Source: an optimization exercise on an open RTL-to-GDS flow (aim: small area and a short achievable clock period). Production flows keep margins and buffers that such runs may drop.
In this exercise RTL edits were held to simulation tests only and were not proved equivalent to the original.

==> flow/design.v, too long to show whole: its modules and the start of the top module <==
// module buck_cv_pi: 992 lines
// module fa_m: 4 lines
// module ha_m: 4 lines
module buck_cv_pi(clk_sample,rst,Vout_from_buck,Time_on);
  // ...
==> flow/run.sh <==
#!/bin/bash
# synth_recipe.tcl (not shown) runs the flow's synth.tcl, then flattens the netlist and writes it again
# the make line also repeats each setting of config.mk as NAME=value (left out here)
make -C /OpenROAD-flow-scripts/flow DESIGN_CONFIG=/design/flow/config.mk WORK_HOME=/design/flow/orfs CLKGATE_MAP_FILE= SYNTH_SCRIPT=/design/flow/synth_recipe.tcl finish
==> flow/config.mk <==
export PLATFORM = sky130hd
export DESIGN_NAME = buck_cv_pi
export DESIGN_NICKNAME = buck_cv_pi
export VERILOG_FILES = /design/flow/design.v
export SDC_FILE = /design/flow/constraint.sdc
export NUM_CORES = 4
export LEC_CHECK = 0
export ABC_AREA = 1
export CAP_MARGIN = 20
export CORE_MARGIN = 2
export CORE_UTILIZATION = 50
export SLEW_MARGIN = 20
export SYNTH_HIERARCHICAL = 1
==> flow/constraint.sdc <==
create_clock -name core_clock -period 175.0 [get_ports {clk_sample}]
set_input_delay 35.0000 -clock core_clock [delete_from_list [all_inputs] [get_ports {clk_sample}]]
set_output_delay 35.0000 -clock core_clock [all_outputs]
set_load 0.01 [all_outputs]
==> results_dict.tcl, run 1 <==
set metrics [dict create \
    cp-start-kind "primary input" \
    outcome "complete, no violations" \
    overflow 0 \
    synth_top_flop_cell "dfxtp_1" \
    numCtsBuffers 9 \
    synth_edf_count 0 \
    ios 28 \
    grt_pass1_vias 8808 \
    layout.nets 1674 \
    wl_met1_mm 13.0 \
    cts_buffer_depth 2 \
    regArea_mm2 0.00136 \
    seq_cell_count 68 \
    min_from "A[35]" \
    crit_path_max_incr_delay_ns 0.70 \
    tns_ns 0 \
    whs_ns 0.798 \
    drt-vias-per-instance 5.38 \
    max_cap_violations 0 \
    path_clk_slew_ns 0.06 \
    grt.busiest_layer "met2" \
    rows 53 \
    gr-usage-met3_pct 4.79 \
    cp_top_family "adder cells" \
    hold_viol 0 \
]
==> run 2, diff against run 1 <==
==> flow/flow/run.sh (new file) <==
#!/bin/bash
# Standard layout, except that the port buffers inserted before global
# placement use buf_2 cells instead of the default choice.
set -e
export BUFFER_PORTS_ARGS="-buffer_cell sky130_fd_sc_hd__buf_2"
bash standard.sh > standard.log 2>&1
==> flow/standard.sh (new file) <==
#!/bin/bash
# synth_recipe.tcl (not shown) runs the flow's synth.tcl, then flattens the netlist and writes it again
# the make line also repeats each setting of config.mk as NAME=value (left out here)
make -C /OpenROAD-flow-scripts/flow DESIGN_CONFIG=/design/flow/config.mk WORK_HOME=/design/flow/orfs CLKGATE_MAP_FILE= SYNTH_SCRIPT=/design/flow/synth_recipe.tcl "${@:-finish}"
removed: flow/run.sh
==> results_dict.tcl, run 2 <==
set metrics [dict create \
    cts_buffer_depth 2 \
    synth.yosys.seq_area_share_pct 12.9 \
    grt_pass1_wl_mm 46.8 \
    cp.arrival_ns 52.93 \
    post_cts_resized 0 \
    die_area_mm2 0.0224 \
    syn_avg_cell_area_um2 7.71 \
    finalCritPeriodShare_pct 30.1 \
    io_buffers 27 \
    cp.buffers_inverters 9 \
    cp-end-kind "flop" \
    cp_top_family "adder cells" \
    maxSlewViolCount 0 \
    grt_max_degree 63 \
    cp_slowest_cell "clkinv_1" \
    final_core_util_pct 53.9 \
    yosysTopAreaCellShare_pct 27.0 \
    overflow 0 \
    max_cap_violations 0 \
    hold_class "reg -> reg" \
    synth-xor-area-share_pct 2.65 \
    synth_compound_area_share_pct 10.6 \
    placed_cells 1649 \
    synth_fa_ha_area_share_pct 42.3 \
    async_flop_share_pct 0 \
    whs_ns 0.788 \
    die_h_um 150 \
    drc 0 \
    drive_above_1_share_pct 5.83 \
    yosys.cell_types.count 53 \
    root_buffer "clkbuf_16" \
    cts.sinks 68 \
    layout.nets 1675 \
    tns_ns 0 \
    post_cts_buffers 0 \
    cp-start-kind "primary input" \
    instances_no_fill 1665 \
    fmax_mhz 19.0 \
    crit_top_cell "fa_1" \
    final.setup.worst_slack_ns 122.27 \
    final.setup_skew_ns 0.0110 \
    worstPathRequired_ns 175.20 \
    synth.most_common_cell "inv_1" \
    htreeDepth 3 \
    numCtsBuffers 9 \
    outcome "complete, no violations" \
    synth_top_cells_by_area "fa_1 27%, ha_1 15%, dfxtp_1 13%" \
    largest_register "A" \
    ios 28 \
    track_usage_pct 27.0 \
    hpwl_mm 22.7 \
    grt_pass1_vias 8918 \
    worst_pin_slew_ns 0.794 \
    yosysWarnings 7 \
    die-width_um 150 \
    antenna_found_initial 0 \
    cts_tree "done" \
    critPathKind "in -> reg" \
    postRouteWirelength_mm 28.1 \
    final_cell_mix "278 x inv_1, 208 x nor2_1, 195 x nand2_1, 143 x fa_1, 129 x ha_1" \
    path_clk_slew_ns 0.06 \
    drt-vias-per-instance 5.42 \
    rows 53 \
    antenna-diode-count 0 \
    gp_congestion 1.04 \
    dp_slack_ns 121.87 \
    synthMuxAreaShare_pct 0 \
    rsz0062_at_grt "false" \
    cp_max_fo 19 \
    clk_latency_ns 0.35 \
    hold_buffers 0 \
    final_common_cell "inv_1" \
    synthCells 1373 \
    ys_top_cells_by_count "278 x inv_1, 208 x nor2_1, 195 x nand2_1" \
    slew_headroom_pct 46.9 \
    crit_path_max_incr_delay_ns 0.68 \
    start_util_pct 50.7 \
    core_region_area_mm2 0.0209 \
    finalSetupViolations 0 \
    areaGrowthSynthToFinish_pct 6.31 \
    synth_top_flop_cell "dfxtp_1" \
    postPlaceCellArea_mm2 0.0110 \
    hold_viol 0 \
    dr_total_vias 9019 \
    syn-num-nets 1663 \
    synth_edf_count 0 \
    design_area_mm2 0.0113 \
    drtIter0Drc 773 \
    wl_per_cell_um 16.9 \
    min_period_ns 52.73 \
    drtAntennaViolNets 0 \
    synth-seq-cells 68 \
    reg_top3 "A x39, vp x16, Time_on x10" \
    yosys.area.top_type "fa_1" \
    largest_register_ffs 39 \
    synthesis.area_mm2 0.0106 \
    first_pass_iters 6 \
    synth_top_family_by_area "adder cells" \
    synthSimpleGateAreaFrac_pct 20.0 \
]
[run 2: path summary, 6_finish.rpt]
| check | startpoint | end | slack (ns) | cells after the start |
|---|---|---|---|---|
| hold reg to reg | A[35] | A[35] | 0.79 | 4 |
| setup reg to reg | vp[1] | Time_on[9] | 156.72 | 79 |
| setup / recovery | Vout_from_buck[1] | Time_on[9] | 122.27 | 80 |
| hold / removal | A[35] | A[35] | 0.79 | 4 |
[run 2: per-module statistics from Yosys, one instance, submodules excluded]
module | copies in the design | cell area [µm²] | flip-flops and latches
ha_m | 52 | 12.5 | 0
fa_m | 140 | 20.0 | 0
buck_cv_pi | 1 | 7130 | 68
[run 2: kinds of logic after synthesis]
| group | count (synthesis) |
|---|---|
| AND/OR/NAND/NOR | 507 |
| buffers and inverters | 320 |
| adder cells (fa/ha/maj) | 272 |
| AO/OA/AOI/OAI | 173 |
| flip-flops | 68 |
| XOR/XNOR | 32 |
| other | 1 |
[run 2: metal layers]
metal	wire (µm)	track usage, %	vias to the layer above	share of wire [%]
met5	0	0	-	0
met4	638	7.33	0	2.3
met3	1640	3.11	59	5.8
met2	13000	43.4	357	46
met1	12800	38.6	4245	46
li1	-	-	4358	-
[run 2: worst register-to-register path: cells and delay by family, from the launching register on]
| kind | cells | cell delay (ns) |
|---|---|---|
| adder cells (fa/ha/maj) | 23 | 8.52 |
| flip-flops | 1 | 0.32 |
| buffers and inverters | 8 | 1.13 |
| AND/OR/NAND/NOR | 29 | 4.74 |
| XOR/XNOR | 1 | 0.15 |
| AO/OA/AOI/OAI | 18 | 3.27 |
[run 2: final cells by class]
class	count	area, µm²
inverter	289	1080
timing repair buffer	32	173
fill	2043	9640
multi-input combinational	985	8010
tap	275	344
clock buffer	10	239
clock inverter	6	46.3
sequential	68	1360

afterwards: timing with drivers on the ports:
In the flow no input, the clock included, has a driving cell. The finished layouts below were timed again as built, in two steps. Step 1: set_driving_cell puts a clkbuf_16 on clk_sample and a buf_2 on each other input, an assumption about the parent block. Step 2, shift: input delay + t, output delay - t, t = (earliest + latest rising clock arrival at the registers) / 2. This alone moves slack from input paths to output paths. a / b / c = ideal / step 1 / step 2; a / b = the first two.
| run | t, ns | setup WS [ns] | pins driven straight from the clock port |
|---|---|---|---|
| run 1 | 0.394 | 121.847 / 121.876 / 121.483 | 1 |
| run 2 | 0.395 | 122.266 / 122.297 / 121.903 | 1 |
After both steps setup and hold are still met in every run listed. The setup slack of run 1, which loses most, moves by +0.029 ns with the drivers and by -0.364 ns with both steps.
